From an optimization exercise on the open Yosys and OpenROAD flow, aimed at small area; shortcuts taken in it are not production practice.
At most, simulation tests tie the RTL to the original design; equivalence was not proved.
Power and IR drop assume default switching activity.

==> flow/design.v (excerpt) <==
module filter(
input                       clk,                          
input                       rst,                          
input                       fclk,                         
input[15:0]                rd_left_data,
input[15:0]                rd_right_data,
output[31:0]               tx_left_data,
output[31:0]               tx_right_data,
input[3:0]                 gain_one,
input[3:0]                 gain_two,
input[3:0]                 gain_thr,
input[3:0]                 gain_fou,
input[3:0]                 gain_fiv,
input[3:0]                 gain_six,
input[3:0]                 gain_sev
    );
Size: ~4000 cells after synthesis, ~1600 flip-flops, roughly 55000 sq um of cells after synthesis.
clock: 100.0 ns
lec_check: 0
cap_margin: 0
core_margin: 2
core_utilization: 55
place_density: 0.65
slew_margin: 0
synth_hierarchical: 1
standard.sh (not shown) runs the stock make flow with config.mk's settings and CLKGATE_MAP_FILE= SYNTH_SCRIPT=/design/flow/synth_recipe.tcl, a recipe that flattens the netlist after the stock synthesis.
==> flow/flow/run.sh <==
#!/bin/bash
# Own layout flow: the standard ORFS flow (standard.sh, which runs the
# standard synthesis unchanged), with these changes to how the layout is made:
#  - the buffers that synthesis (abc) inserted are removed at floorplan
#    (REMOVE_ABC_BUFFERS), and every cell is swapped to the smallest cell of its
#    family (flow/downsize.tcl); placement's repair_design then re-buffers and
#    re-sizes where slew, capacitance or fanout need it;
#  - ports are buffered with the smallest buffer cell;
#  - clock tree synthesis uses clkbuf_4 with larger sink clusters and no dummy loads.
# ORFS keeps each step's full log in orfs/logs/; this script's output goes to run.log.
set -euo pipefail
exec > >(tee -a run.log) 2>&1
here=$(pwd)
export REMOVE_ABC_BUFFERS=1
export POST_FLOORPLAN_TCL="$here/flow/post_floorplan.tcl"
export BUFFER_PORTS_ARGS="-buffer_cell sky130_fd_sc_hd__buf_1"
export CTS_ARGS="-sink_clustering_enable -repair_clock_nets -dont_use_dummy_load -buf_list sky130_fd_sc_hd__clkbuf_4 -sink_clustering_size 11 -sink_clustering_max_diameter 50"
bash standard.sh
==> flow/flow/downsize.tcl <==
# Swap every standard cell to the smallest cell of its family (same function, same
# footprint name in the library), then let repair_design fix slew/cap/fanout.
proc my_downsize {} {
  set fam {}
  foreach lc [get_lib_cells sky130_fd_sc_hd__*] {
    set n [get_name $lc]
    if {![regexp {^(sky130_fd_sc_hd__[a-z0-9]+)_([0-9]+)$} $n -> base drv]} { continue }
    if {[get_property $lc dont_use]} { continue }
    set a [get_property $lc area]
    if {![dict exists $fam $base] || $a < [lindex [dict get $fam $base] 1]} { dict set fam $base [list $n $a] }
  }
  set cnt 0; set saved 0.0
  foreach inst [get_cells *] {
    set m [get_property $inst ref_name]
    if {![regexp {^(sky130_fd_sc_hd__[a-z0-9]+)_([0-9]+)$} $m -> base drv]} { continue }
    if {[string match "*tap*" $base] || [string match "*clkbuf*" $base] || [string match "*clkinv*" $base] || [string match "*conb*" $base]} { continue }
    if {![dict exists $fam $base]} { continue }
    lassign [dict get $fam $base] small sa
    if {$small ne $m} {
      set oa [get_property [get_lib_cells */$m] area]
      if {$sa < $oa} {
        replace_cell $inst $small
        incr cnt; set saved [expr $saved + $oa - $sa]
      }
    }
  }
  puts "my_downsize: swapped $cnt cells, saved $saved um2"
}
==> flow/flow/post_floorplan.tcl <==
# Sourced by ORFS at the end of the floorplan step (POST_FLOORPLAN_TCL).
source [file join [file dirname [info script]] downsize.tcl]
my_downsize
Next try:
--- a/flow/flow/run.sh
+++ b/flow/flow/run.sh
@@ -17 +17 @@
-export CTS_ARGS="-sink_clustering_enable -repair_clock_nets -dont_use_dummy_load -buf_list sky130_fd_sc_hd__clkbuf_4 -sink_clustering_size 11 -sink_clustering_max_diameter 50"
+export CTS_ARGS="-sink_clustering_enable -repair_clock_nets -dont_use_dummy_load -buf_list sky130_fd_sc_hd__clkbuf_4 -sink_clustering_size 10 -sink_clustering_max_diameter 40"
CAP_MARGIN = 10   (was 0)
SLEW_MARGIN = 10   (was 0)
What happened: Clock skew went up by 0.026 ns; cell area is about the same; combinational power barely changes; global-route usage hardly moves; count of clock-buffer cells in the layout came out higher by 20.

---

run E:
filter, a different RTL version from the one above (not shown whole).
Size: about 4,000 cells after synthesis, ~1,600 flip-flops, ~130 I/O pins.
clock: 100.0 ns
lec_check: 0
cap_margin: 10
core_margin: 2
core_utilization: 55
place_density: 0.65
slew_margin: 10
synth_hierarchical: 1
==> flow/flow/run.sh <==
#!/bin/bash
# Own layout flow: the standard ORFS flow (standard.sh, which runs the
# standard synthesis unchanged), with these changes to how the layout is made:
#  - the buffers that synthesis (abc) inserted are removed at floorplan
#    (REMOVE_ABC_BUFFERS), and every cell is swapped to the smallest cell of its
#    family (flow/downsize.tcl); placement's repair_design then re-buffers and
#    re-sizes where slew, capacitance or fanout need it;
#  - ports are buffered with the smallest buffer cell;
#  - clock tree synthesis uses clkbuf_4 with larger sink clusters and no dummy loads.
# ORFS keeps each step's full log in orfs/logs/; this script's output goes to run.log.
set -euo pipefail
exec > >(tee -a run.log) 2>&1
here=$(pwd)
export REMOVE_ABC_BUFFERS=1
export POST_FLOORPLAN_TCL="$here/flow/post_floorplan.tcl"
export BUFFER_PORTS_ARGS="-buffer_cell sky130_fd_sc_hd__buf_1"
export CTS_ARGS="-sink_clustering_enable -repair_clock_nets -dont_use_dummy_load -buf_list sky130_fd_sc_hd__clkbuf_4 -sink_clustering_size 11 -sink_clustering_max_diameter 50"
bash standard.sh
Scripts as last shown in full above: flow/flow/downsize.tcl, flow/flow/post_floorplan.tcl
Run E did not stop at any stage, and its layout met the timing, design-rule and antenna checks.
For run K, these inputs were changed with respect to run E:
--- a/flow/flow/run.sh
+++ b/flow/flow/run.sh
@@ -17 +17 @@
-export CTS_ARGS="-sink_clustering_enable -repair_clock_nets -dont_use_dummy_load -buf_list sky130_fd_sc_hd__clkbuf_4 -sink_clustering_size 11 -sink_clustering_max_diameter 50"
+export CTS_ARGS="-sink_clustering_enable -repair_clock_nets -dont_use_dummy_load -buf_list sky130_fd_sc_hd__clkbuf_4 -sink_clustering_size 10 -sink_clustering_max_diameter 40"
[summary]
- Compared run K against run E; period utilization within noise.
- The first-iteration DRC count in run K is 0.911 times that in run E.
- Top routing layer in use = met4: run E; top routing layer in use = met5: run K
- Summary of run K over run E: fraction of power consumed by the clock network picked up an extra 0.8 points; met3 wire length picked up an extra 390 um; cell area neither gained nor lost much.
No functional check of the RTL was part of any run of this note.

---

## old
Another version of the RTL of filter (not shown whole).
For scale: about 4000 cells after synthesis, about 1600 flip-flops.
export LEC_CHECK = 0
export CAP_MARGIN = 20
export CORE_MARGIN = 2
export CORE_UTILIZATION = 55
export PLACE_DENSITY = 0.65
export SLEW_MARGIN = 20
export SYNTH_HIERARCHICAL = 1
create_clock -name core_clock -period 100.0 [get_ports {clk}]
==> flow/flow/run.sh <==
#!/bin/bash
# Own layout flow: the standard ORFS flow (standard.sh, which runs the
# standard synthesis unchanged), with these changes to how the layout is made:
#  - the buffers that synthesis (abc) inserted are removed at floorplan
#    (REMOVE_ABC_BUFFERS), and every cell is swapped to the smallest cell of its
#    family (flow/downsize.tcl); placement's repair_design then re-buffers and
#    re-sizes where slew, capacitance or fanout need it;
#  - ports are buffered with the smallest buffer cell;
#  - clock tree synthesis uses clkbuf_8 with larger sink clusters and no dummy loads.
# ORFS keeps each step's full log in orfs/logs/; this script's output goes to run.log.
set -euo pipefail
exec > >(tee -a run.log) 2>&1
here=$(pwd)
export REMOVE_ABC_BUFFERS=1
export POST_FLOORPLAN_TCL="$here/flow/post_floorplan.tcl"
export BUFFER_PORTS_ARGS="-buffer_cell sky130_fd_sc_hd__buf_1"
export CTS_ARGS="-sink_clustering_enable -repair_clock_nets -dont_use_dummy_load -buf_list sky130_fd_sc_hd__clkbuf_8 -sink_clustering_size 14 -sink_clustering_max_diameter 60"
bash standard.sh
Scripts as last shown in full above: flow/flow/downsize.tcl, flow/flow/post_floorplan.tcl
Changes in new relative to old:
- swapping 20 for 0 in CAP_MARGIN
- swapping 20 for 0 in SLEW_MARGIN
==> flow/flow/run.sh <==
#!/bin/bash
# Own layout flow: the standard ORFS flow (standard.sh, which runs the
# standard synthesis unchanged), with these changes to how the layout is made:
#  - the buffers that synthesis (abc) inserted are removed at floorplan
#    (REMOVE_ABC_BUFFERS), and every cell is swapped to the smallest cell of its
#    family (flow/downsize.tcl); placement's repair_design then re-buffers and
#    re-sizes where slew, capacitance or fanout need it;
#  - ports are buffered with the smallest buffer cell;
#  - clock tree synthesis uses clkbuf_4 with larger sink clusters and no dummy loads.
# ORFS keeps each step's full log in orfs/logs/; this script's output goes to run.log.
set -euo pipefail
exec > >(tee -a run.log) 2>&1
here=$(pwd)
export REMOVE_ABC_BUFFERS=1
export POST_FLOORPLAN_TCL="$here/flow/post_floorplan.tcl"
export BUFFER_PORTS_ARGS="-buffer_cell sky130_fd_sc_hd__buf_1"
export CTS_ARGS="-sink_clustering_enable -repair_clock_nets -dont_use_dummy_load -buf_list sky130_fd_sc_hd__clkbuf_4 -sink_clustering_size 11 -sink_clustering_max_diameter 50"
bash standard.sh
==> comparison <==
Compared old against new; worst slew slack as a fraction of its limit within noise.
Higher fmax was reported by new, not old.
Final-layout clock buffer total, new vs old: up by more than a quarter
Compared with old, new ends up with less cell area.

-- what the ideal ports hide --
How much do the figures lean on ideal ports? The routed layouts below were timed once more, with nothing changed but the port constraints. Step 1 (the two cells are an assumption about what drives the block):
set clk [get_ports {clk}]
set_driving_cell -lib_cell sky130_fd_sc_hd__clkbuf_16 $clk
set_driving_cell -lib_cell sky130_fd_sc_hd__buf_2 [delete_from_list [all_inputs] $clk]
Step 2 times the ports against the registers' clock, not the clock port: input delays grow and output delays shrink by t, the midpoint of the rising clock arrivals with the driver on. Three values: ideal ports, drivers, drivers and shift; two values: the first two.
run | shift t [ns] | slack for setup (ns) | latest minus earliest clock arrival (ns) | worst register clock-pin slew, ns | pins driven straight from the clock port
the first run of note 1 | 1.084 | 71.117 / 71.158 / 70.074 | 0.106 / 0.106 | 0.12 / 0.12 | 1
the second run of note 1 | 1.107 | 71.183 / 71.221 / 70.113 | 0.149 / 0.149 | 0.11 / 0.11 | 1
run E | 1.132 | 71.150 / 71.190 / 70.058 | 0.135 / 0.136 | 0.12 / 0.12 | 1
run K | 1.153 | 71.180 / 71.221 / 70.067 | 0.153 / 0.153 | 0.11 / 0.11 | 1
old | 0.841 | 70.905 / 70.950 / 70.109 | 0.081 / 0.081 | 0.09 / 0.09 | 1
new | 1.134 | 71.180 / 71.227 / 70.094 | 0.160 / 0.159 | 0.11 / 0.11 | 1
After both steps every run listed still meets setup and hold. For run K, which loses most, drivers alone change the setup slack by +0.041 ns; drivers and shift together by -1.113 ns.
